Context: an optimization exercise on an open-source flow, tuned for small area and a short achievable clock period. The choices shown serve that exercise and are no tape-out recipe. At most, simulation tests tie the RTL to the original design; equivalence was not proved. Function not checked in runs 4 and 5: the RTL went through the layout flow alone. Power and IR drop assume default switching activity.

### design.v
module alu
    ( input wire[7:0] a
    , input wire[7:0] b
    , output wire[7:0] y
    );
assign y = a + b;
endmodule
module id
    ( input wire reset
    , input wire[4:0] pc
    , input wire[7:0] inst
    , input wire[7:0] resreg
    , input wire[7:0] val_i
    , output reg[7:0] val1
    , output reg[7:0] val2
    , output reg wmem
    , output reg[4:0] wmemaddr
    , output reg wresreg
    , output reg wpc
    , output reg[4:0] pc_o
    , output reg rmem
    , output reg[4:0] rmemaddr
    );
always @(*) begin
    if (reset == 1) begin
        val1 <= 0;
        val2 <= 0;
        wmem <= 0;
        wmemaddr <= 0;
        wresreg <= 0;
        wpc <= 0;
        pc_o <= 0;
        rmem <= 0;
        rmemaddr <= 0;
    end else if (inst[7] == 0) begin
        case (inst[6:4])
            3'b001: begin  
                val1 <= 0;
                val2 <= {4'b0000, inst[3:0]};
                wmem <= 0;
                wmemaddr <= 0;
                wresreg <= 1;
                wpc <= 0;
                pc_o <= 0;
                rmem <= 0;
                rmemaddr <= 0;
            end
            3'b010: begin  
                val1 <= resreg;
                val2 <= {4'b0000, inst[3:0]};
                wmem <= 0;
                wmemaddr <= 0;
                wresreg <= 1;
                wpc <= 0;
                pc_o <= 0;
                rmem <= 0;
                rmemaddr <= 0;   
            end
            default: begin  
                val1 <= 0;
                val2 <= 0;
                wmem <= 0;
                wmemaddr <= 0;
                wresreg <= 0;
                wpc <= 0;
                pc_o <= 0;
                rmem <= 0;
                rmemaddr <= 0;    
            end
        endcase
    end else begin
        case (inst[6:5])
            2'b00: begin  
                val1 <= resreg;
                val2 <= val_i;
                wmem <= 0;
                wmemaddr <= 0;
                wresreg <= 1;
                wpc <= 0;
                pc_o <= 0;
                rmem <= 1;
                rmemaddr <= inst[4:0];
            end
            2'b01: begin
                val1 <= 0;
                val2 <= val_i;
                wmem <= 0;
                wmemaddr <= 0;
                wresreg <= 1;
                wpc <= 0;
                pc_o <= 0;
                rmem <= 1;
                rmemaddr <= inst[4:0]; 
            end
            2'b10: begin
                val1 <= 0;
                val2 <= resreg;
                wmem <= 1;
                wmemaddr <= inst[4:0];
                wresreg <= 0;
                wpc <= 0;
                pc_o <= 0;
                rmem <= 0;
                rmemaddr <= 0; 
            end
            2'b11: begin
                val1 <= 0;
                val2 <= 0;
                wmem <= 0;
                wmemaddr <= 0;
                wresreg <= 0;
                wpc <= 1;
                pc_o <= inst[4:0];
                rmem <= 0;
                rmemaddr <= 0; 
            end
            default: begin
                val1 <= 0;
                val2 <= 0;
                wmem <= 0;
                wmemaddr <= 0;
                wresreg <= 0;
                wpc <= 0;
                pc_o <= 0;
                rmem <= 0;
                rmemaddr <= 0;  
            end
        endcase
    end
end
endmodule
module pc
    ( input wire clock
    , input wire reset
    , input wire load
    , input wire[4:0] pc_i
    , output wire rmem
    , output wire[4:0] pc
    );
reg[7:0] q;
assign rmem = !reset;
assign pc = q;
always @(posedge clock) begin
    if (reset == 1) begin
        q <= 0;
    end else if (load == 1) begin
        q <= pc_i;
    end else begin
        q <= q + 1;
    end
end
endmodule
module pc_reg
    ( input wire clock
    , input wire reset
    , input wire[4:0] pc_i
    , input wire rmem_i
    , output wire[4:0] pc_o
    , output wire rmem_o
    );
reg[4:0] pc_q;
reg rmem_q;
assign pc_o = reset == 1 ? 0 : pc_q;
assign rmem_o = reset == 1 ? 0 : rmem_q;
always @(posedge clock) begin
    if (reset == 1) begin
        pc_q <= 0;
        rmem_q <= 0;
    end else begin
        pc_q <= pc_i;
        rmem_q <= rmem_i;
    end
end
endmodule
module ram
    ( input wire clock
    , input wire re1
    , input wire[4:0] raddr1
    , input wire re2
    , input wire[4:0] raddr2
    , input wire we
    , input wire[4:0] waddr
    , input wire[7:0] wdata
    , input wire pwe
    , input wire[4:0] paddr
    , input wire[7:0] pdata
    , output wire[7:0] rdata1
    , output wire[7:0] rdata2
    );
reg[7:0] data[0:31];
assign rdata1 = re1 == 0 ? 0 : data[raddr1];
assign rdata2 = re2 == 0 ? 0 : data[raddr2];
always @(posedge clock) begin
    if (we == 1) begin
        data[waddr] = wdata;
    end else if (pwe == 1) begin
        data[paddr] = pdata;
    end
end
endmodule
module reg8 
    ( input wire clock
    , input wire reset
    , input wire load
    , input wire[7:0] data
    , output wire[7:0] y
    );
reg[7:0] value;
assign y = reset == 1 ? 0 : value;
always @(posedge clock) begin
    if (reset == 1) begin
        value <= 0;
    end else if (load == 1) begin
        value <= data;
    end
end
endmodule
module addmachine
    ( input wire clock
    , input wire reset
    , input wire prog_we
    , input wire[4:0] prog_addr
    , input wire[7:0] prog_data
    , output wire[7:0] res
    );
wire[4:0] pc_o;
wire pc_rmem_o;
wire[4:0] pc_reg_o;
wire pc_reg_rmem_o;
wire[7:0] id_val1_o;
wire[7:0] id_val2_o;
wire id_wmem_o;
wire[4:0] id_wmemaddr_o;
wire id_wresreg_o;
wire id_wpc_o;
wire[4:0] id_pc_o;
wire id_rmem_o;
wire[4:0] id_rmemaddr_o;
wire[7:0] ram_rdata1_o;
wire[7:0] ram_rdata2_o;
wire[7:0] resreg_o;
wire[7:0] alu_o;
pc pc0 (
    .clock(clock),
    .reset(reset),
    .load(id_wpc_o),
    .pc_i(id_pc_o),
    .rmem(pc_rmem_o),
    .pc(pc_o)
);
pc_reg pc_reg0 (
    .clock(clock),
    .reset(reset),
    .pc_i(pc_o),
    .rmem_i(pc_rmem_o),
    .pc_o(pc_reg_o),
    .rmem_o(pc_reg_rmem_o)
);
ram ram0 (
    .clock(clock),
    .re1(pc_reg_rmem_o),
    .raddr1(pc_reg_o),
    .re2(id_rmem_o),
    .raddr2(id_rmemaddr_o),
    .we(id_wmem_o),
    .waddr(id_wmemaddr_o),
    .wdata(resreg_o),
    .pwe(reset & prog_we),
    .paddr(prog_addr),
    .pdata(prog_data),
    .rdata1(ram_rdata1_o),
    .rdata2(ram_rdata2_o)
);
id id0 (
    .reset(reset),
    .pc(pc_reg_o),
    .inst(ram_rdata1_o),
    .resreg(resreg_o),
    .val_i(ram_rdata2_o),
    .val1(id_val1_o),
    .val2(id_val2_o),
    .wmem(id_wmem_o),
    .wmemaddr(id_wmemaddr_o),
    .wresreg(id_wresreg_o),
    .wpc(id_wpc_o),
    .pc_o(id_pc_o),
    .rmem(id_rmem_o),
    .rmemaddr(id_rmemaddr_o)
);
reg8 resreg (
    .clock(clock),
    .reset(reset),
    .load(id_wresreg_o),
    .data(alu_o),
    .y(resreg_o)
);
alu alu0 (
    .a(id_val1_o),
    .b(id_val2_o),
    .y(alu_o)
);
assign res = resreg_o;
endmodule
### run.sh
#!/bin/bash
# synth_recipe.tcl (not shown) runs the flow's synth.tcl, then flattens the netlist and writes it again
# the make line also repeats each setting of config.mk as NAME=value (left out here)
make -C /OpenROAD-flow-scripts/flow DESIGN_CONFIG=/design/flow/config.mk WORK_HOME=/design/flow/orfs CLKGATE_MAP_FILE= SYNTH_SCRIPT=/design/flow/synth_recipe.tcl finish
### config.mk
export PLATFORM = sky130hd
export DESIGN_NAME = addmachine
export DESIGN_NICKNAME = addmachine
export VERILOG_FILES = /design/flow/design.v
export SDC_FILE = /design/flow/constraint.sdc
export NUM_CORES = 4
export LEC_CHECK = 0
export CAP_MARGIN = 20
export CORE_MARGIN = 2
export CORE_UTILIZATION = 30
export PLACE_DENSITY = 0.5
export SETUP_SLACK_MARGIN = 0.3
export SLEW_MARGIN = 20
### constraint.sdc
create_clock -name core_clock -period 6.0 [get_ports {clock}]
set_input_delay 1.2000 -clock core_clock [delete_from_list [all_inputs] [get_ports {clock}]]
set_output_delay 1.2000 -clock core_clock [all_outputs]
set_load 0.01 [all_outputs]
==> results_dict.tcl, run 1 <==
set metrics [dict create \
    routed_wirelength_um 57950 \
    clockBufferDepth 3 \
    critical-path-top-delay-family "compound AO/OA/AOI/OAI gates" \
    gr-total-overflow 0 \
    netlist_instances 1206 \
    grt_max_degree 33 \
    cts_tree "built" \
    die_h_um 222.2 \
    status "timing/DRC/antenna clean" \
    synthFlopType "edfxtp_1" \
    powerDensity_nw_per_um2 251.8 \
    gp_congestion 1.000 \
    worstSetupEndpointType "flop" \
    grt_pass1_vias 11530 \
    yosys-top-cells-area "edfxtp_1 54%, mux2i_1 5.9%, nand2_1 3.7%" \
    final.setup_skew_ps 21.07 \
    drive_gt1_share_pct 28.38 \
    cp.arrival_ps 6060 \
    h-tree-depth 1 \
    grt_pass1_wl_um 82570 \
    synth-seq-cells 275 \
    startpoint_type "input pin" \
    max_stage_delay_ps 460 \
    io_buffers 23 \
    area_growth_syn_to_layout_pct 26.87 \
    period_share_pct 92.41 \
    track_usage_pct 22.90 \
    setup_violations 0 \
    insertion_delay_ps 580 \
    fin_nets 1460 \
    worstMarginPinSlew_ps 1019 \
    synth_top_area_share_pct 53.82 \
    die_area_um2 49370 \
    yosysSeqAreaShare_pct 56.48 \
    path_class "input pin to flop" \
    critPathBufInv 4 \
    rsz0062_at_grt "false" \
    drtPass1Iterations 7 \
    syn_avg_cell_area_um2 11.84 \
    rows 79 \
    syn_area_um2 14280 \
    holdCritPathClass "flop to flop" \
    clock-sinks 275 \
    start_util_pct 30.55 \
    most-common-layout-cells "256 x edfxtp_1, 243 x buf_4, 136 x nand2_1" \
    grtUsageMet1_pct 33.29 \
    ant_nets 0 \
    hold_viol_final 0 \
    yosysWarnings 5 \
    clk_pin_slew_ps 60 \
    cts_root_buffer "clkbuf_16" \
    post_drt_via_cell_ratio 5.757 \
    yosysTopAreaCell "edfxtp_1" \
    drtIter0Drc 1726 \
    holdBufCountCts 0 \
    holdWs_ps 480.6 \
    cts_buffers 30 \
    synth_edf_count 256 \
    total_power_w 0.004563 \
    wl_per_cell_um 28.02 \
    ios 24 \
    final_common_cell "edfxtp_1" \
    met3_usage_pct 3.451 \
    ir_drop_mv 0.1835 \
    required_ps 6510 \
    syn-num-nets 1231 \
    die_w_um 222.2 \
    drc 0 \
    final_max_slew_viol_count 0 \
    async_reset_ff_share_pct 0 \
    netlist-cell-type-count 88 \
    maxCapViolCount 0 \
    path_cells "buf_8, or3b_4, buf_4, o22a_1, a211oi_2, a41oi_2, nand2_2, buf_4, nor2_1, a222oi_1, mux2i_1, buf_4, o211ai_1, a211oi_2, ha_1, a21o_1, a21o_1, a21o_1, a21oi_2, o21bai_1, a21oi_1, xor2_1, or3_1, nand3_1" \
    dp_hpwl_um 42540 \
    antenna_found_initial 2 \
    p_leak_nw 6.483 \
    vias 11905 \
    worst-path-max-fanout 18 \
    use_met2_pct 34.95 \
    period_needed_ps 5545 \
    max_clock_freq_mhz 180.4 \
    max_slew_margin_pct 31.84 \
    cpMaxStageDelayCell "a222oi_1" \
    coreArea_um2 46750 \
    busiest_layer "met2" \
]
-- sequential cells by signal, summed over array words and instances (netlist names) --
name,cells
pc0.q,5
pc_reg0.pc_q,5
pc_reg0.rmem_q,1
ram0.data,256
resreg.value,8
-- power by group --
group | internal [W] | leakage, nW | switching, W
registers | 0.00211 | 2.54 | 0.0000233
clock network | 0.00108 | 0.486 | 0.000773
logic | 0.000232 | 3.46 | 0.000343
total | 0.00342 | 6.48 | 0.00114
-- routing by layer --
metal | share of wire (%) | vias to the layer above
met4 | 3.3 | 0
met2 | 44 | 644
li1 | - | 5191
met1 | 45 | 5985
met5 | 0 | -
met3 | 8.1 | 85
-- logic make-up after synthesis --
group	Yosys count	share of synthesized area (%)
buf+inv	117	4.564
compound gates	301	16.11
xor+xnor	10	0.6131
fa+ha+maj	9	0.8410
mux	112	8.882
simple gates	382	12.51
flops	275	56.48
-- final timing paths --
| kind | from | to | slack (ps) | cells after the start |
|---|---|---|---|---|
| setup reg to reg | pc_reg0.pc_q[0]$_SDFF_PP0_ | resreg.value[7]$_SDFFE_PP0P_ | 590 | 24 |
| hold / removal | pc0.q[1]$_SDFF_PP0_ | pc_reg0.pc_q[1]$_SDFF_PP0_ | 480 | 1 |
| hold reg to reg | pc0.q[1]$_SDFF_PP0_ | pc_reg0.pc_q[1]$_SDFF_PP0_ | 480 | 1 |
| setup / recovery | reset | resreg.value[7]$_SDFFE_PP0P_ | 460 | 24 |
-- per-stage QoR --
step                instance area (µm²)  utilization (%)  TNS [ps]  instances  worst slack, ps
CTS                               17810            38.09         0       2054            309.1
global route                      18120            38.75         0       2066            273.0
finish                            18120            38.76         0       2068            455.3
detailed placement                16770            35.88     -1179       1997           -522.4
floorplan                         14280                -         0       1206            313.7
global placement                  16770            35.86     -1233       1997           -498.7
-- synth_stat cells (14+ instances only) --
cell type / instances
a211oi_1: 15
a21oi_1: 29
a221oi_1: 38
buf_2: 32
buf_4: 15
buf_6: 14
clkbuf_1: 19
dfxtp_1: 19
edfxtp_1: 256
inv_1: 30
mux2_2: 17
mux2i_1: 84
nand2_1: 141
nand3_1: 72
nor2_1: 83
nor2b_1: 16
nor3_1: 17
o21ai_0: 26
o22ai_1: 36
-- what timing repair did --
| action | CTS | global route |
|---|---|---|
| setup buffers | 1 | 11 |
| cloned | 0 | 1 |
| pin swaps | 1 | 11 |
| gates resized for setup | 8 | 44 |
| endpoints found under the setup margin | 2 | 2 |
-- area by class of cell --
type | instances | area (µm²)
tap | 607 | 759.5
multi-input combinational | 815 | 5798
timing repair buffer | 283 | 2386
sequential | 275 | 8079
clock inverter | 14 | 123.9
inverter | 30 | 112.6
antenna | 2 | 5.005
fill | 4547 | 28630
clock buffer | 42 | 857.1
==> run 2: changes to the inputs <==
==> design.v (replaced) <==
module addmachine
    ( input wire clock
    , input wire reset
    , input wire prog_we
    , input wire[4:0] prog_addr
    , input wire[7:0] prog_data
    , output wire[7:0] res
    );
reg [7:0] acc;    
reg [7:0] ir;     
reg [4:0] pc;     
wire is_loadi = ir[7:4] == 4'b0001;
wire is_addi  = ir[7:4] == 4'b0010;
wire is_add   = ir[7:5] == 3'b100;
wire is_load  = ir[7:5] == 3'b101;
wire is_store = ir[7:5] == 3'b110;
wire is_jump  = ir[7:5] == 3'b111;
wire [4:0] waddr = reset ? prog_addr : ir[4:0];
wire [7:0] wdata = reset ? prog_data : acc;
wire       we    = reset ? prog_we : is_store;
wire [7:0] rd [0:31];
genvar i;
generate
    for (i = 0; i < 32; i = i + 1) begin : m
        reg [7:0] b;
        always @(posedge clock)
            if (we && waddr == i)
                b <= wdata;
        assign rd[i] = b;
    end
endgenerate
wire [7:0] opnd  = rd[ir[4:0]];
wire [7:0] fetch = (is_store && ir[4:0] == pc) ? acc : rd[pc];
always @(posedge clock) begin
    if (reset) begin
        ir <= 8'd0;
        pc <= 5'd0;
        acc <= 8'd0;
    end else begin
        ir <= fetch;
        pc <= is_jump ? ir[4:0] : pc + 5'd1;
        if (is_loadi)
            acc <= {4'b0000, ir[3:0]};
        else if (is_addi)
            acc <= acc + {4'b0000, ir[3:0]};
        else if (is_add)
            acc <= acc + opnd;
        else if (is_load)
            acc <= opnd;
    end
end
assign res = reset ? 8'd0 : acc;
endmodule
==> config.mk (replaced) <==
export PLATFORM = sky130hd
export DESIGN_NAME = addmachine
export DESIGN_NICKNAME = addmachine
export VERILOG_FILES = /design/flow/design.v
export SDC_FILE = /design/flow/constraint.sdc
export NUM_CORES = 4
export LEC_CHECK = 0
export ABC_CLOCK_PERIOD_IN_PS = 3000
export CAP_MARGIN = 20
export CORE_MARGIN = 2
export CORE_UTILIZATION = 50
export PLACE_DENSITY = 0.6
export SETUP_SLACK_MARGIN = 3.0
export SLEW_MARGIN = 20
==> run 2 against run 1 <==
Final cell count fell by 19%. Maximum frequency rose by 43%. Clock-buffer cell count fell by 6. Die area fell by 41%. Sequential share of layout area rose by 3.0 points. Clock skew rose by 17 ps. Largest cell class unchanged. Global-route usage rose by 30 points. Final area fell by 5.7%. Critical path depth fell by 8. Flip-flop and latch count rose by 2.
==> results_dict.tcl, run 2 <==
set metrics [dict create \
    drtPass1Iterations 9 \
    post_drt_via_cell_ratio 8.248 \
    reg2reg_to "acc[7]$_SDFFE_PP0P_" \
    startpoint_type "flop" \
    required_ps 6520 \
    period_share_pct 64.42 \
    synthFlopType "edfxtp_1" \
    grt_pass1_vias 12263 \
    totalNegativeSetupSlack_ps 0 \
    rows 61 \
    drc 0 \
    r2r_slack_ps 2130 \
    worstRegToRegCells 16 \
    timing.rr.start "ir[0]$_SDFF_PP0_" \
    cp.arrival_ps 4380 \
    wl_per_cell_um 47.16 \
    ant_nets 0 \
    placed_cells 1550 \
    max_stage_delay_ps 470 \
    start_util_pct 50.43 \
    stdcell_area_um2 17090 \
    worst-path-max-fanout 6 \
    cts_tree "built" \
    layout.cells.non_filler 1668 \
    place_ws_ps 1399 \
    die_area_um2 29220 \
    syn-num-nets 1200 \
    max_slew_margin_pct 17.65 \
    final_max_slew_viol_count 0 \
    timing.final.ws_setup_ps 2135 \
    io_buffers 23 \
    netlist_instances 1165 \
    area_growth_syn_to_layout_pct 22.67 \
    path_class "flop to flop" \
    status "timing/DRC/antenna clean" \
    clock-sinks 277 \
    holdBufCountCts 0 \
    critPathLaunch "ir[0]$_SDFF_PP0_" \
    endpoint "acc[7]$_SDFFE_PP0P_" \
    worstSetupEndpointType "flop" \
    setup_violations 0 \
    max_clock_freq_mhz 258.7 \
    insertion_delay_ps 600 \
    yosysTopAreaCell "edfxtp_1" \
    synth_edf_count 256 \
    powerDensity_nw_per_um2 340.1 \
    syn_area_um2 13930 \
    place_area_um2 14750 \
    path_cells "buf_12, buf_4, mux2i_2, nor3_1, a21oi_1, nand4_1, or3_4, o21a_1, ha_4, nand3_1, o211ai_1, o41ai_2, xor2_1, nor2_1, or4b_1, nand3_1" \
    drtIter0Drc 3226 \
    cts_buffers 29 \
    worstMarginPinSlew_ps 1226 \
    final_common_cell "edfxtp_1" \
    antenna_found_initial 7 \
    yosysSeqAreaShare_pct 58.19 \
    synth_top_area_share_pct 55.18 \
    synth.most_common_cell "edfxtp_1" \
    most-common-layout-cells "256 x edfxtp_1, 87 x buf_4, 84 x nor2_1" \
    rsz0062_at_grt "true" \
    routed_wirelength_um 78670 \
    vias 13757 \
    h-tree-depth 1 \
    maxCapViolCount 0 \
    async_reset_ff_share_pct 0 \
    synth-seq-cells 277 \
    die_w_um 170.9 \
    fin_nets 1296 \
    gr-total-overflow 0 \
    final.setup_skew_ps 37.69 \
    dp_hpwl_um 54380 \
    synthTopCellsByCount "256 x edfxtp_1, 112 x nor2_1, 89 x a22oi_1" \
    grt_max_degree 34 \
    netlist-cell-type-count 77 \
    track_usage_pct 53.14 \
    yosysWarnings 1 \
    yosys-top-cells-area "edfxtp_1 55%, a22oi_1 4.8%, dfxtp_1 3.0%" \
    p_leak_nw 5.691 \
    syn_avg_cell_area_um2 11.96 \
    cts_root_buffer "clkbuf_16" \
    die_h_um 170.9 \
    crit_path_frequent_cell "nand3_1" \
    holdCritPathClass "flop to flop" \
    ios 24 \
    ir_drop_mv 0.2597 \
    clockBufferDepth 3 \
    cpMaxStageDelayCell "or4b_1" \
    hold_viol_final 0 \
    gp_congestion 1.190 \
    grt_pass1_wl_um 103300 \
    coreArea_um2 27630 \
    clk_pin_slew_ps 70 \
    period_needed_ps 3865 \
    largest_register_ff_count 256 \
    drive_gt1_share_pct 25.88 \
    total_power_w 0.005812 \
]
## run 2: cell types whose count changed after synthesis, moves of 18 or more
cell	change
a32oi_1	+27
nand4_1	+24
nor2_1	+29
a22o_1	+18
nand2_1	-77
mux2i_1	-60
a221oi_1	-20
nand3_1	-30
a22oi_1	+77
o22ai_1	-23
## run 2: report_power, final
group	total [W]	leakage, nW	internal, W	switching [W]
logic	0.00161	2.70	0.000580	0.00103
clock network	0.00190	0.478	0.00109	0.000813
registers	0.00231	2.51	0.00221	0.0000951
## run 2: kinds of logic (layout without fill, tap and decap cells)
logic type               after synthesis  after routing  share of synthesized area [%]
adder cells (fa/ha/maj)               19             19                          1.814
AO/OA/AOI/OAI                        331            331                          17.98
XOR/XNOR                              16             16                          1.006
multiplexers                          46             46                          3.691
AND/OR/NAND/NOR                      391            391                          14.40
buffers and inverters                 85            203                          2.919
flip-flops                           277            277                          58.19
other                                  0              7                              0
## run 2: metrics by stage
step | util, % | hold slack (ps)
after detailed placement | 53.38 | 586.8
after floorplan | - | 511.4
after CTS | 59.70 | 609.6
after global placement | 53.34 | 579.1
final | 61.86 | 521.4
after global routing | 61.81 | 563.8
## run 2: critical path, delay by kind of cell, from the launching register on
kind / cells / cell delay (ps)
AO/OA/AOI/OAI: 4 / 750
AND/OR/NAND/NOR: 7 / 1470
flip-flops: 1 / 430
multiplexers: 1 / 460
adder cells (fa/ha/maj): 1 / 260
buffers and inverters: 2 / 260
XOR/XNOR: 1 / 170
## run 2: layout make-up
type                    count  area [µm²]
fillers                  2176       10540
flip-flops and latches    277        8138
multi-input cells         803        6162
repair buffers            135        1267
clock buffers              36       772.0
well taps                 378       473.0
clock inverters            17       203.9
inverters                  15       56.30
diodes                      7       17.52
## run 2: worst min-delay path by stage
stage                              from          endpoint  slack (ps)  cells after the start
floorplan           acc[7]$_SDFFE_PP0P_  ir[7]$_SDFF_PP0_         510                      2
global placement    acc[0]$_SDFFE_PP0P_  ir[0]$_SDFF_PP0_         580                      2
detailed placement  acc[3]$_SDFFE_PP0P_  ir[3]$_SDFF_PP0_         590                      2
CTS                 acc[7]$_SDFFE_PP0P_  ir[7]$_SDFF_PP0_         610                      2
global route           pc[0]$_SDFF_PP0_  pc[0]$_SDFF_PP0_         560                      1
finish                 pc[0]$_SDFF_PP0_  pc[0]$_SDFF_PP0_         520                      1
## run 2: what timing repair did
item                                    4_1_cts  5_1_grt
pin swaps                                    27       32
cloned                                        1        2
resized for setup                           132       86
endpoints found under the hold margin         0        0
buffers inserted                             36       19
endpoints found under the setup margin      174      105
## run 2: routing by layer
| metal | vias to the layer above | share of wire [%] | GRT usage, % |
|---|---|---|---|
| met1 | 6519 | 33 | 63.51 |
| met3 | 593 | 18 | 28.24 |
| met2 | 1754 | 38 | 72.29 |
| li1 | 4883 | - | - |
| met4 | 8 | 11 | 38.43 |
| met5 | - | 0.15 | 2.957 |
==> run 3: changes to the inputs <==
==> config.mk (replaced) <==
export PLATFORM = sky130hd
export DESIGN_NAME = addmachine
export DESIGN_NICKNAME = addmachine
export VERILOG_FILES = /design/flow/design.v
export SDC_FILE = /design/flow/constraint.sdc
export NUM_CORES = 4
export LEC_CHECK = 0
export CAP_MARGIN = 20
export CORE_MARGIN = 2
export CORE_UTILIZATION = 30
export PLACE_DENSITY = 0.5
export SETUP_SLACK_MARGIN = 0.3
export SLEW_MARGIN = 20
==> run 3 against run 2 <==
Final area fell by 5.4%. Synthesized cell count did not move. Utilization fell by 26 points. Power fell by 3.0%. Worst hold slack improved by 67 ps. Synthesized area did not move. Setup slack got worse by 1500 ps. Sequential power rose by 2%. Critical path depth did not move. Largest power group unchanged.
==> results_dict.tcl, run 3 <==
set metrics [dict create \
    synth-seq-cells 277 \
    path_class "flop to flop" \
    post_cts_buffers 0 \
    syn_avg_cell_area_um2 11.96 \
    path_depth 16 \
    powerDensity_nw_per_um2 348.6 \
    synthFlopType "edfxtp_1" \
    worst-path-max-fanout 23 \
    grt_max_degree 55 \
    worstRegToRegCells 16 \
    track_usage_pct 36.25 \
    final_max_slew_viol_count 0 \
    ir_drop_mv 0.2151 \
    cts_tree "built" \
    p_leak_nw 5.227 \
    crit_path_frequent_cell "a31oi_1" \
    path_cells "buf_4, nor3b_4, and2_1, a222oi_1, and3_1, a31oi_1, ha_1, inv_1, fa_1, nor2b_1, o21ai_0, nand2b_1, a31oi_1, xnor2_1, a22oi_1, a21oi_1" \
    netlist-cell-type-count 77 \
    yosysTopAreaCell "edfxtp_1" \
    routed_wirelength_um 87420 \
    drtIter0Drc 2168 \
    cts_root_buffer "clkbuf_16" \
    worstMarginPinSlew_ps 1195 \
    async_reset_ff_share_pct 0 \
    cpMaxStageDelayCell "dfxtp_1" \
    endpoint "acc[6]$_SDFFE_PP0P_" \
    critical-path-top-delay-family "simple AND/OR/NAND/NOR gates" \
    max_slew_margin_pct 20.37 \
    max_stage_delay_ps 1070 \
    clock-sinks 277 \
    post_drt_via_cell_ratio 6.776 \
    final_common_cell "edfxtp_1" \
    wl_per_cell_um 47.67 \
    drtPass1Iterations 6 \
    fin_nets 1245 \
    fill_cells 4459 \
    synth_top_area_share_pct 55.18 \
    final_util_pct 35.48 \
    io_buffers 23 \
    largest_register_ff_count 256 \
    ios 24 \
    clockBufferDepth 3 \
    p_int_w 0.003803 \
    final.setup_skew_ps 28.82 \
    syn_area_um2 13930 \
    synth.most_common_cell "edfxtp_1" \
    yosys-top-cells-area "edfxtp_1 55%, a22oi_1 4.8%, dfxtp_1 3.0%" \
    antenna_found_initial 7 \
    start_util_pct 30.57 \
    die_h_um 219.5 \
    period_share_pct 89.93 \
    maxCapViolCount 0 \
    critPathLaunch "ir[2]$_SDFF_PP0_" \
    max_clock_freq_mhz 185.3 \
    dp_hpwl_um 66420 \
    yosysSeqAreaShare_pct 58.19 \
    totalNegativeSetupSlack_ps 0 \
    synth_edf_count 256 \
    coreArea_um2 45580 \
    netSwitchingPower_w 0.001835 \
    cts_buffers 31 \
    critPathBufInv 2 \
    holdBufCountCts 0 \
    hold_viol_final 0 \
    die_w_um 219.5 \
    period_needed_ps 5396 \
    setup_violations 0 \
    netlist_instances 1165 \
    p_comb_share_pct 22.4 \
    vias 12427 \
    power_frac_seq_pct 41.6 \
    h-tree-depth 1 \
    cts_resized 0 \
    rows 78 \
    syn-num-nets 1200 \
    gp_congestion 1.071 \
    grt_pass1_wl_um 114100 \
    die_area_um2 48180 \
    drc 0 \
    area_growth_syn_to_layout_pct 16.08 \
    synthTopCellsByCount "256 x edfxtp_1, 112 x nor2_1, 89 x a22oi_1" \
    yosysWarnings 1 \
    ant_nets 0 \
    insertion_delay_ps 600 \
    gr-total-overflow 0 \
    holdCritPathClass "flop to flop" \
    clk_pin_slew_ps 60 \
    startpoint_type "flop" \
    grt_pass1_vias 11679 \
    worstSetupEndpointType "flop" \
    reg2reg_to "acc[6]$_SDFFE_PP0P_" \
    timing.rr.start "ir[2]$_SDFF_PP0_" \
    required_ps 6480 \
    cp.arrival_ps 5870 \
    status "timing/DRC/antenna clean" \
    r2r_slack_ps 600 \
    switching_share_pct 32.54 \
    most-common-layout-cells "256 x edfxtp_1, 99 x nor2_1, 89 x a22oi_1" \
    pwr-share-clk_pct 36.1 \
    rsz0062_at_grt "false" \
    drive_gt1_share_pct 14.76 \
]
run 3: cell counts after synthesis:
Identical to the previous run, type by type.
run 3: power groups by stage:
| stage | registers, W | logic (W) | clock network [W] |
|---|---|---|---|
| floorplan | 0.00228 | 0.000716 | 0 |
| global placement | 0.00238 | 0.00122 | 0 |
| detailed placement | 0.00238 | 0.00120 | 0 |
| CTS | 0.00234 | 0.00120 | 0.00206 |
| global route | 0.00234 | 0.00129 | 0.00213 |
| finish | 0.00235 | 0.00126 | 0.00203 |
run 3: per-stage QoR:
stage	setup WS, ps	hold WS [ps]	cells	instance area (µm²)	total power [W]
6_report	604.2	588.8	1834	16170	0.005638
5_1_grt	618.9	625.1	1833	16170	0.005770
4_1_cts	930.5	594.7	1832	16140	0.005603
3_5_place_dp	961.0	584.2	1776	15070	0.003580
3_3_place_gp	875.6	574.4	1776	15060	0.003597
2_1_floorplan	2612	511.4	1165	13930	0.002996
run 3: worst min-delay path, cell delays in order (launching register included):
cell and delay (ps):
dfxtp_1 380, nor2_1 120, a211oi_1 50
run 3: worst min path at each step:
stage,startpoint,depth (start not counted),slack [ps],end
after floorplan,acc[7]$_SDFFE_PP0P_,2,510,ir[7]$_SDFF_PP0_
after global placement,pc[0]$_SDFF_PP0_,1,570,pc[0]$_SDFF_PP0_
after detailed placement,acc[3]$_SDFFE_PP0P_,2,580,ir[3]$_SDFF_PP0_
after CTS,acc[3]$_SDFFE_PP0P_,2,590,ir[3]$_SDFF_PP0_
after global routing,acc[3]$_SDFFE_PP0P_,2,630,ir[3]$_SDFF_PP0_
final,acc[3]$_SDFFE_PP0P_,2,590,ir[3]$_SDFF_PP0_
run 3: logic make-up after synthesis:
group | synth area share [%]
buffers and inverters | 2.919
AOI/OAI and AO/OA | 17.98
muxes | 3.691
adders and majority gates | 1.814
and+or+nand+nor | 14.40
DFF | 58.19
xor gates and xnor gates | 1.006
run 3: layout make-up:
type,count,area [µm²],share of cell area [%]
Sequential cell,277,8114,50.17
Clock inverter,23,290.3,1.795
Clock buffer,33,783.3,4.843
Inverter,15,56.30,0.3482
Tap cell,600,750.7,4.642
Timing Repair Buffer,82,668.1,4.132
Multi-Input combinational cell,803,5507,34.05
Antenna cell,1,2.502,0.01547
run 3: per-layer routing:
metal | GRT usage (%) | part of all wire (%)
met1 | 47.73 | 40
met2 | 54.65 | 43
met3 | 8.489 | 10
met4 | 20.70 | 7.4
met5 | 0 | 0.064
==> run 4: changes to the inputs <==
--- a/design.v
+++ b/design.v
@@ -1,3 +1,36 @@
+module ao3n
+    ( input wire a0, input wire s0
+    , input wire a1, input wire s1
+    , input wire a2, input wire s2
+    , output wire yn
+    );
+assign yn = ~((a0 & s0) | (a1 & s1) | (a2 & s2));
+endmodule
+module rdbit
+    ( input wire[31:0] a
+    , input wire[31:0] s
+    , output wire y
+    );
+wire [10:0] t;
+genvar i;
+generate
+    for (i = 0; i < 10; i = i + 1) begin : g
+        ao3n u (.a0(a[3*i]), .s0(s[3*i]), .a1(a[3*i+1]), .s1(s[3*i+1]),
+                .a2(a[3*i+2]), .s2(s[3*i+2]), .yn(t[i]));
+    end
+endgenerate
+assign t[10] = ~((a[30] & s[30]) | (a[31] & s[31]));
+assign y = ~&t;
+endmodule
+module wbit
+    ( input wire q
+    , input wire d
+    , input wire we
+    , input wire hold
+    , output wire y
+    );
+assign y = (we & d) | (hold & q);
+endmodule
 module addmachine
     ( input wire clock
     , input wire reset
@@ -15,22 +48,40 @@
 wire is_load  = ir[7:5] == 3'b101;
 wire is_store = ir[7:5] == 3'b110;
 wire is_jump  = ir[7:5] == 3'b111;
-wire [4:0] waddr = reset ? prog_addr : ir[4:0];
+reg [31:0] sel_op, sel_f;
+integer k;
+always @(*)
+    for (k = 0; k < 32; k = k + 1) begin
+        sel_op[k] = ir[4:0] == k;
+        sel_f[k]  = pc == k;
+    end
 wire [7:0] wdata = reset ? prog_data : acc;
-wire       we    = reset ? prog_we : is_store;
-wire [7:0] rd [0:31];
-genvar i;
+reg [31:0] we;
+always @(*)
+    for (k = 0; k < 32; k = k + 1)
+        we[k] = reset ? (prog_we && prog_addr == k) : (is_store && sel_op[k]);
+reg [7:0] mem [0:31];
+wire [7:0] opnd, fetch_m;
+genvar i, j;
 generate
     for (i = 0; i < 32; i = i + 1) begin : m
-        reg [7:0] b;
+        wire [7:0] nxt;
+        for (j = 0; j < 8; j = j + 1) begin : b
+            wbit w (.q(mem[i][j]), .d(wdata[j]), .we(we[i]), .hold(~we[i]), .y(nxt[j]));
+        end
         always @(posedge clock)
-            if (we && waddr == i)
-                b <= wdata;
-        assign rd[i] = b;
+            mem[i] <= nxt;
+    end
+    for (j = 0; j < 8; j = j + 1) begin : r
+        wire [31:0] col;
+        for (i = 0; i < 32; i = i + 1) begin : c
+            assign col[i] = mem[i][j];
+        end
+        rdbit rop (.a(col), .s(sel_op), .y(opnd[j]));
+        rdbit rf  (.a(col), .s(sel_f),  .y(fetch_m[j]));
     end
 endgenerate
-wire [7:0] opnd  = rd[ir[4:0]];
-wire [7:0] fetch = (is_store && ir[4:0] == pc) ? acc : rd[pc];
+wire [7:0] fetch = (is_store && ir[4:0] == pc) ? acc : fetch_m;
 always @(posedge clock) begin
     if (reset) begin
         ir <= 8'd0;
==> config.mk (replaced) <==
export PLATFORM = sky130hd
export DESIGN_NAME = addmachine
export DESIGN_NICKNAME = addmachine
export VERILOG_FILES = /design/flow/design.v
export SDC_FILE = /design/flow/constraint.sdc
export NUM_CORES = 4
export LEC_CHECK = 0
export ABC_CLOCK_PERIOD_IN_PS = 3000
export CAP_MARGIN = 20
export CORE_MARGIN = 2
export CORE_UTILIZATION = 50
export PLACE_DENSITY = 0.6
export SETUP_SLACK_MARGIN = 3.0
export SLEW_MARGIN = 20
export SYNTH_HIERARCHICAL = 1
export SYNTH_MINIMUM_KEEP_SIZE = 0
==> run 4 against run 3 <==
Global-route usage is 0.33 points higher. First-iteration DRC count grew 14%. Final area down 7.6%. Combinational power shrank 59%. Register-to-register slack improved by 1600 ps. Flip-flop and latch count stayed put. Die area fell by 46%. Clock power is 8% lower. Non-clock buffer count decreased by 2. Via count is the same.
==> results_dict.tcl, run 4 <==
set metrics [dict create \
    worstSetupEndpointType "flop" \
    stdcell_area_um2 14950 \
    die_area_um2 26090 \
    drive_gt1_share_pct 18.10 \
    cts_buffers 29 \
    grt_max_degree 46 \
    grt_pass1_vias 11357 \
    ios 24 \
    holdCritPathClass "flop to flop" \
    place_ws_ps 1809 \
    cpMaxStageDelayCell "or4_4" \
    h-tree-depth 1 \
    coreArea_um2 24320 \
    drc 0 \
    rows 57 \
    insertion_delay_ps 560 \
    clk_pin_slew_ps 60 \
    synthFlopType "dfxtp_1" \
    synth_top_area_share_pct 44.70 \
    max_slew_margin_pct 21.56 \
    final.setup_skew_ps 12.75 \
    min_from "mem[8][0]$_DFF_P_" \
    max_stage_delay_ps 610 \
    wl_per_cell_um 30.45 \
    required_ps 6430 \
    rsz0062_at_grt "true" \
    path_class "flop to flop" \
    grt_pass1_wl_um 73130 \
    period_needed_ps 3773 \
    cts_root_buffer "clkbuf_16" \
    die_w_um 161.5 \
    cp.arrival_ps 4200 \
    startpoint_type "flop" \
    power_frac_seq_pct 48.0 \
    worst-path-max-fanout 8 \
    dp_hpwl_um 33610 \
    timing.final.ws_setup_ps 2227 \
    ir_drop_mv 0.2571 \
    cts_tree "built" \
    drtIter0Drc 2465 \
    clockBufferDepth 3 \
    syn_avg_cell_area_um2 10.48 \
    path_cells "buf_4, nor2_2, nand2_2, nor2_2, a222oi_1, nand4_1, or4_4, ha_4, a211oi_4, o2111ai_2, nand2_1, and4b_1, or4_1" \
    timing.rr.start "ir[3]$_SDFF_PP0_" \
    start_util_pct 51.01 \
    most-common-layout-cells "277 x a22o_1, 268 x dfxtp_1, 160 x a222oi_1" \
    final_common_cell "a22o_1" \
    largest_register_ff_count 256 \
    worstMarginPinSlew_ps 1168 \
    total_power_w 0.004561 \
    ant_nets 0 \
    critPathBufInv 1 \
    async_reset_ff_share_pct 0 \
    critPathLaunch "ir[3]$_SDFF_PP0_" \
    period_share_pct 62.88 \
    syn_area_um2 12400 \
    antenna_found_initial 0 \
    final_max_slew_viol_count 0 \
    crit_path_frequent_cell "nor2_2" \
    setup_violations 0 \
    switching_share_pct 27.18 \
    netSwitchingPower_w 0.001240 \
    gr-total-overflow 0 \
    yosysTopAreaCell "dfxtp_1" \
    die_h_um 161.5 \
    yosys-top-cells-area "dfxtp_1 45%, a22o_1 20%, a222oi_1 13%" \
    critical-path-top-delay-family "simple AND/OR/NAND/NOR gates" \
    gp_congestion 1.016 \
    final_util_pct 61.46 \
    io_buffers 23 \
    routed_wirelength_um 49240 \
    p_int_w 0.003321 \
    p_comb_share_pct 11.2 \
    synth_edf_count 0 \
    synthTopCellsByCount "277 x a22o_1, 277 x dfxtp_1, 160 x a222oi_1" \
    powerDensity_nw_per_um2 305.2 \
    netlist_instances 1184 \
    totalNegativeSetupSlack_ps 0 \
    diodes 0 \
    place_area_um2 13150 \
    r2r_slack_ps 2230 \
    yosysWarnings 9 \
    netlist-cell-type-count 60 \
    drtPass1Iterations 17 \
    yosysSeqAreaShare_pct 44.70 \
    fin_nets 1305 \
    holdBufCountCts 0 \
    synth-seq-cells 277 \
    track_usage_pct 36.58 \
    clock-sinks 277 \
    status "timing/DRC/antenna clean" \
    syn-num-nets 1219 \
    p_leak_nw 5.650 \
    post_drt_via_cell_ratio 7.685 \
    hold_viol_final 0 \
    vias 12427 \
    area_growth_syn_to_layout_pct 20.50 \
    pwr-share-clk_pct 40.8 \
    max_clock_freq_mhz 265.1 \
    maxCapViolCount 0 \
]
[run 4: changes by cell type after synthesis, sizes merged, moves of 30 or more]
cell,previous run,this run
a22o,21,277
buf,44,9
edfxtp,256,0
a222oi,10,160
a22oi,89,10
dfxtp,21,277
nor2,121,83
a32oi,31,1
[run 4: worst register-to-register path, stage by stage (launching register included)]
cell,delay [ps]
dfxtp_4,420
buf_4,130
nor2_2,60
nand2_2,180
nor2_2,120
a222oi_1,400
nand4_1,260
or4_4,620
ha_4,270
a211oi_4,300
o2111ai_2,170
nand2_1,90
and4b_1,180
or4_1,450
[run 4: path summary, 6_finish.rpt]
path / endpoint / depth (start not counted)
max reg2reg: acc[7]$_SDFFE_PP0P_ / 13
min: mem[8][0]$_DFF_P_ / 1
max: acc[7]$_SDFFE_PP0P_ / 13
min reg2reg: mem[8][0]$_DFF_P_ / 1
[run 4: kinds of logic after synthesis]
logic type / Yosys count / synth area share (%)
compound gates: 537 / 38.00
xor+xnor: 14 / 0.9885
fa+ha+maj: 19 / 2.038
buf+inv: 56 / 1.785
flops: 277 / 44.70
mux: 10 / 0.8070
simple gates: 271 / 11.68
[run 4: routing by layer]
layer	track usage [%]	vias up	part of all wire, %
met1	53.57	6020	42
met3	5.573	172	11
met2	53.55	934	41
met4	15.38	0	5.3
li1	-	5301	-
met5	0	-	0
[run 4: per-module statistics from Yosys, one instance, submodules excluded]
module | cells inside | copies in the design | flip-flops and latches
ao3n | 1 | 160 | 0
rdbit | 5 | 16 | 0
addmachine | 688 | 1 | 277
wbit | 1 | 256 | 0
[run 4: area by class of cell]
class                   instances  area, µm²
repair buffers                 80      706.9
flip-flops and latches        277       5569
fillers                      2051       9373
multi-input cells             852       7164
clock inverters                16      173.9
clock buffers                  38      809.5
inverters                      30      117.6
well taps                     324      405.4
[run 4: stage by stage]
stage | instances | hold WS [ps]
final | 1617 | 505.5
after global routing | 1617 | 520.2
after CTS | 1602 | 503.0
after detailed placement | 1518 | 484.3
after global placement | 1518 | 480.7
after floorplan | 1184 | 460.6
[run 4: what timing repair did]
item,in CTS,in global routing
pin swaps,36,38
gates cloned,1,0
buffers inserted,29,15
setup endpoints to repair,181,79
resized for setup,106,31
[run 4: power by group through the flow]
stage / Combinational [W] / Sequential, W / Clock (W)
finish: 0.000513 / 0.00219 / 0.00186
global route: 0.000544 / 0.00220 / 0.00194
CTS: 0.000486 / 0.00217 / 0.00187
detailed placement: 0.000442 / 0.00221 / 0
global placement: 0.000435 / 0.00222 / 0
floorplan: 0.000328 / 0.00214 / 0
==> run 5: changes to the inputs <==
==> design.v (replaced) <==
module ao3n
    ( input wire a0, input wire s0
    , input wire a1, input wire s1
    , input wire a2, input wire s2
    , output wire yn
    );
assign yn = ~((a0 & s0) | (a1 & s1) | (a2 & s2));
endmodule
module rdbit
    ( input wire[31:0] a
    , input wire[31:0] s
    , output wire y
    );
wire [10:0] t;
genvar i;
generate
    for (i = 0; i < 10; i = i + 1) begin : g
        ao3n u (.a0(a[3*i]), .s0(s[3*i]), .a1(a[3*i+1]), .s1(s[3*i+1]),
                .a2(a[3*i+2]), .s2(s[3*i+2]), .yn(t[i]));
    end
endgenerate
assign t[10] = ~((a[30] & s[30]) | (a[31] & s[31]));
assign y = ~&t;
endmodule
module wbit
    ( input wire q
    , input wire d
    , input wire we
    , input wire hold
    , output wire y
    );
assign y = (we & d) | (hold & q);
endmodule
module addmachine
    ( input wire clock
    , input wire reset
    , input wire prog_we
    , input wire[4:0] prog_addr
    , input wire[7:0] prog_data
    , output wire[7:0] res
    );
reg [7:0] acc;
reg [7:0] ex;
reg [7:0] opr;
reg [7:0] fi;
reg       fwd;
reg       jmp;
reg [4:0] fa1;
wire is_loadi = ex[7:4] == 4'b0001;
wire is_addi  = ex[7:4] == 4'b0010;
wire is_load  = ex[7:5] == 3'b101;
wire is_store = ex[7:5] == 3'b110;
wire rd_mem   = ex[7:6] == 2'b10;            
wire keep_acc = ~(is_loadi | is_load);       
wire [7:0] wdata = reset ? prog_data : acc;
wire [4:0] waddr = reset ? prog_addr : ex[4:0];
wire       wen   = reset ? prog_we : is_store;
reg [31:0] we;
integer k;
always @(*)
    for (k = 0; k < 32; k = k + 1)
        we[k] = wen && waddr == k;
wire [7:0] nx    = fwd ? acc : fi;
wire [4:0] oaddr = nx[4:0];
wire [4:0] faddr = jmp ? ex[4:0] : fa1;
wire       fwd_o = is_store && ex[4:0] == oaddr;
wire       fwd_f = is_store && ex[4:0] == fa1;
reg [31:0] sel_op, sel_f;
always @(*)
    for (k = 0; k < 32; k = k + 1) begin
        sel_op[k] = oaddr == k;
        sel_f[k]  = faddr == k;
    end
reg [7:0] mem [0:31];
wire [7:0] mem0_nxt;
wire [7:0] rd_o, rd_f;
genvar i, j;
generate
    for (i = 0; i < 32; i = i + 1) begin : m
        wire [7:0] nxt;
        for (j = 0; j < 8; j = j + 1) begin : b
            wbit w (.q(mem[i][j]), .d(wdata[j]), .we(we[i]), .hold(~we[i]), .y(nxt[j]));
        end
        always @(posedge clock)
            mem[i] <= nxt;
    end
    for (j = 0; j < 8; j = j + 1) begin : r
        wire [31:0] col;
        for (i = 0; i < 32; i = i + 1) begin : c
            assign col[i] = mem[i][j];
        end
        rdbit rop (.a(col), .s(sel_op), .y(rd_o[j]));
        rdbit rf  (.a(col), .s(sel_f),  .y(rd_f[j]));
    end
endgenerate
assign mem0_nxt = m[0].nxt;
wire [7:0] imm = (is_loadi | is_addi) ? {4'b0000, ex[3:0]} : 8'd0;
wire [7:0] opv = rd_mem ? opr : 8'd0;
wire [7:0] sum = (keep_acc ? acc : 8'd0) + (opv | imm);
wire [7:0] fi_nxt = fwd_f ? acc : rd_f;
always @(posedge clock) begin
    opr <= fwd_o ? acc : rd_o;
    if (reset) begin
        ex  <= 8'd0;
        acc <= 8'd0;
        fi  <= mem0_nxt;
        fwd <= 1'b0;
        jmp <= 1'b0;
        fa1 <= 5'd1;
    end else begin
        ex  <= nx;
        acc <= sum;
        fi  <= fi_nxt;
        fwd <= nx[7:5] == 3'b110 && nx[4:0] == faddr;
        jmp <= nx[7:5] == 3'b111;
        fa1 <= faddr + 5'd1;
    end
end
assign res = reset ? 8'd0 : acc;
endmodule
==> config.mk (replaced) <==
export PLATFORM = sky130hd
export DESIGN_NAME = addmachine
export DESIGN_NICKNAME = addmachine
export VERILOG_FILES = /design/flow/design.v
export SDC_FILE = /design/flow/constraint.sdc
export NUM_CORES = 4
export LEC_CHECK = 0
export ABC_CLOCK_PERIOD_IN_PS = 2800
export CAP_MARGIN = 20
export CORE_MARGIN = 2
export CORE_UTILIZATION = 35
export CTS_BUF_LIST = sky130_fd_sc_hd__clkbuf_4 sky130_fd_sc_hd__clkbuf_8
export PLACE_DENSITY = 0.5
export SETUP_SLACK_MARGIN = 3.2
export SLEW_MARGIN = 20
export SYNTH_HIERARCHICAL = 1
export SYNTH_MINIMUM_KEEP_SIZE = 0
==> run 5 against run 4 <==
Non-clock buffer count unchanged. Clock skew up 20 ps. Via count down 0.53%. Synthesized cell count up 3.2%. Clock power up 13%. Clock-buffer cell count up 42. Flip-flop and latch count up 18. Final cell count up 14%. Final area up 6.3%. Utilization down 18 points. Worst hold slack worse by 8.6 ps. Synthesized area up 3.1%. Critical path type unchanged. Critical endpoint is now fi[3]$_DFF_P_. Largest cell class unchanged.
==> results_dict.tcl, run 5 <==
set metrics [dict create \
    crit_path_frequent_cell "buf_4" \
    final.setup_skew_ps 32.39 \
    place_area_um2 13610 \
    grt_pass1_vias 11565 \
    clockBufferDepth 3 \
    synth_top_family_by_area "compound AO/OA/AOI/OAI gates" \
    fill_cells 3468 \
    worst-path-max-fanout 8 \
    setup_violations 0 \
    die_h_um 195.2 \
    cts_buffers 52 \
    wl_per_cell_um 28.84 \
    p_comb_share_pct 16.9 \
    worstRegToRegCells 12 \
    path_class "flop to flop" \
    synth_edf_count 0 \
    die_w_um 195.2 \
    syn_avg_cell_area_um2 10.47 \
    area_growth_syn_to_layout_pct 24.19 \
    critPathBufInv 3 \
    final_common_cell "dfxtp_1" \
    holdCritPathClass "flop to flop" \
    synth.most_common_cell "dfxtp_1" \
    synth_top_area_share_pct 46.17 \
    stdcell_area_um2 15880 \
    drtPass1Iterations 14 \
    track_usage_pct 26.97 \
    placed_cells 1695 \
    r2r_slack_ps 2820 \
    ios 24 \
    worstMarginPinSlew_ps 1074 \
    pwr-share-clk_pct 38.7 \
    h-tree-depth 2 \
    dp_hpwl_um 35280 \
    most-common-layout-cells "283 x dfxtp_1, 272 x a22o_1, 160 x a222oi_1" \
    cts_root_buffer "clkbuf_8" \
    final_max_slew_viol_count 0 \
    synth-simple-area-share_pct 12.77 \
    cts_tree "built" \
    antenna_found_initial 0 \
    total_power_w 0.005455 \
    drive_gt1_share_pct 22.87 \
    ir_drop_mv 0.1479 \
    max_clock_freq_mhz 314.7 \
    die_area_um2 38090 \
    synth_compound_area_share_pct 33.98 \
    clock-sinks 295 \
    coreArea_um2 36260 \
    cpMaxStageDelayCell "a222oi_1" \
    max_slew_margin_pct 28.38 \
    largest_register_ff_count 256 \
    worstSetupEndpointType "flop" \
    timing.rr.start "jmp$_SDFF_PP0_" \
    gp_congestion 0.9692 \
    hold_viol_final 0 \
    rsz0062_at_grt "true" \
    powerDensity_nw_per_um2 343.4 \
    start_util_pct 35.27 \
    synth_fa_ha_area_share_pct 1.428 \
    p_int_w 0.003821 \
    yosysSeqAreaShare_pct 46.17 \
    fin_nets 1362 \
    hold_depth 2 \
    async_reset_ff_share_pct 0 \
    insertion_delay_ps 640 \
    synthMuxAreaShare_pct 3.170 \
    synthFlopType "dfxtp_1" \
    totalNegativeSetupSlack_ps 0 \
    drc 0 \
    post_drt_via_cell_ratio 6.714 \
    final_util_pct 43.81 \
    rows 70 \
    holdBufCountCts 0 \
    reg2reg_to "fi[3]$_DFF_P_" \
    vias 12361 \
    yosysTopAreaCell "dfxtp_1" \
    yosys-top-cells-area "dfxtp_1 46%, a22o_1 19%, a222oi_1 13%" \
    required_ps 6510 \
    syn_area_um2 12790 \
    gr-total-overflow 0 \
    cp.arrival_ps 3690 \
    netSwitchingPower_w 0.001634 \
    min_from "fi[6]$_DFF_P_" \
    startpoint_type "flop" \
    syn-num-nets 1252 \
    max_stage_delay_ps 550 \
    p_leak_nw 6.031 \
    clk_pin_slew_ps 60 \
    synthTopCellsByCount "295 x dfxtp_1, 272 x a22o_1, 160 x a222oi_1" \
    critical-path-top-delay-family "simple AND/OR/NAND/NOR gates" \
    netlist-cell-type-count 44 \
    period_share_pct 52.97 \
    routed_wirelength_um 53100 \
    layout.cells.non_filler 1841 \
    power_frac_seq_pct 44.4 \
    grt_max_degree 33 \
    synth-seq-cells 295 \
    min_to "ex[6]$_SDFF_PP0_" \
    ant_nets 0 \
    grt_pass1_wl_um 77160 \
    drtIter0Drc 2307 \
    path_cells "mux2i_4, buf_4, buf_4, ha_4, nand2_4, buf_4, nor2_2, a222oi_1, nand4_1, or4_4, mux2i_1, o21ai_1" \
    yosysWarnings 9 \
    status "timing/DRC/antenna clean" \
    switching_share_pct 29.95 \
    maxCapViolCount 0 \
    synthXorXnorAreaFrac_pct 1.370 \
    netlist_instances 1222 \
    diodes 0 \
    io_buffers 23 \
    period_needed_ps 3178 \
]
## run 5: changes by cell type after synthesis, sizes merged, moves of 13 or more
cell | before | now
mux2i | 10 | 23
dfxtp | 277 | 295
nand2 | 53 | 92
inv | 29 | 10
o22ai | 25 | 0
nor2 | 83 | 133
## run 5: layout make-up
class	instances	area [µm²]	area share [%]
inverter	10	40.04	0.2521
multi-input combinational	893	7372	46.41
tap	468	585.6	3.686
clock inverter	15	178.9	1.126
clock buffer	80	994.7	6.262
sequential	295	5928	37.32
timing repair buffer	80	784.5	4.939
## run 5: tightest hold or removal path, stage by stage, from the launching register on
cell	delay, ps
dfxtp_1	330
mux2i_1	70
nor2_1	70
## run 5: what timing repair did
item,CTS,global route
resized for setup,176,36
gates cloned,1,1
endpoints found under the setup margin,282,114
pin swaps,68,54
buffers inserted,34,15
## run 5: per-module statistics from Yosys, one instance, submodules excluded
module | times used | cells | flops+latches | area (µm²)
addmachine | 1 | 726 | 295 | 8366
wbit | 256 | 1 | 0 | 8.758
ao3n | 160 | 1 | 0 | 10.01
rdbit | 16 | 5 | 0 | 36.28
## run 5: kinds of logic after synthesis
family | Yosys count
muxes | 33
xor gates and xnor gates | 20
DFF | 295
AOI/OAI and AO/OA | 487
and+or+nand+nor | 339
adders and majority gates | 14
buffers and inverters | 34
## run 5: power groups by stage
| stage | clock network (W) | registers (W) | logic (W) |
|---|---|---|---|
| after floorplan | 0 | 0.00234 | 0.000531 |
| after global placement | 0 | 0.00244 | 0.000746 |
| after detailed placement | 0 | 0.00244 | 0.000758 |
| after CTS | 0.00213 | 0.00241 | 0.000872 |
| after global routing | 0.00223 | 0.00244 | 0.000964 |
| final | 0.00211 | 0.00242 | 0.000923 |
## run 5: how the worst max path moves through the flow
stage               slack, ps            end            from  depth (start not counted)
finish                   2820  fi[3]$_DFF_P_  jmp$_SDFF_PP0_                         12
global route             2820  fi[2]$_DFF_P_  jmp$_SDFF_PP0_                         11
CTS                      3040  fi[4]$_DFF_P_  jmp$_SDFF_PP0_                         10
detailed placement       1940  fi[7]$_DFF_P_           reset                          9
global placement         2000  fi[2]$_DFF_P_           reset                          9
floorplan                3160         res[0]           reset                          2
## run 5: through the flow
| step | setup slack [ps] | hold WS (ps) |
|---|---|---|
| 4_1_cts | 3042 | 495.9 |
| 2_1_floorplan | 3156 | 460.5 |
| 5_1_grt | 2821 | 512.2 |
| 6_report | 2822 | 496.9 |
| 3_5_place_dp | 1943 | 482.5 |
| 3_3_place_gp | 2002 | 475.6 |
## run 5: metal layers
| metal | vias to the layer above | wire (µm) | GRT usage, % |
|---|---|---|---|
| li1 | 5364 | - | - |
| met1 | 6075 | 23240 | 37.92 |
| met2 | 805 | 22690 | 39.80 |
| met3 | 117 | 5152 | 6.269 |
| met4 | 0 | 2022 | 10.74 |
| met5 | - | 0 | 0 |

-- what the ideal ports hide --
How much do the figures lean on ideal ports? The routed layouts below were timed once more, with nothing changed but the port constraints.
Step 1, drivers: a clkbuf_16 drives clock and a buf_2 each remaining input, both assumed.
Step 2 adds t to the input delays and takes it off the output delays; t is the mean of the earliest and latest rising clock arrival at the registers after step 1. Input paths then give back, and output paths get back, about the clock's delay inside the block.
Slacks: no drivers / after step 1 / after step 2; pairs: no drivers / after step 1.
| run | shift t [ns] | slack for setup (ns) | hold slack, ns | worst setup path at the end | worst data-port slew with drivers (ns) |
|---|---|---|---|---|---|
| run 1 | 0.627 | 0.455 / 0.460 / -0.168 | 0.481 / 0.481 / 0.481 | input to register | 0.06 |
| run 2 | 0.631 | 2.135 / 2.135 / 2.135 | 0.521 / 0.521 / 0.521 | register to register | 0.06 |
| run 3 | 0.641 | 0.604 / 0.604 / 0.604 | 0.589 / 0.589 / 0.589 | register to register | 0.04 |
| run 4 | 0.611 | 2.227 / 2.227 / 2.156 | 0.506 / 0.506 / 0.506 | input to register | 0.06 |
| run 5 | 0.674 | 2.822 / 2.822 / 2.394 | 0.497 / 0.497 / 0.497 | input to register | 0.17 |
Met with ideal ports but missed after step 2: setup timing in run 1. The setup slack of run 1, which loses most, moves by +0.005 ns with the drivers and by -0.623 ns with both steps.
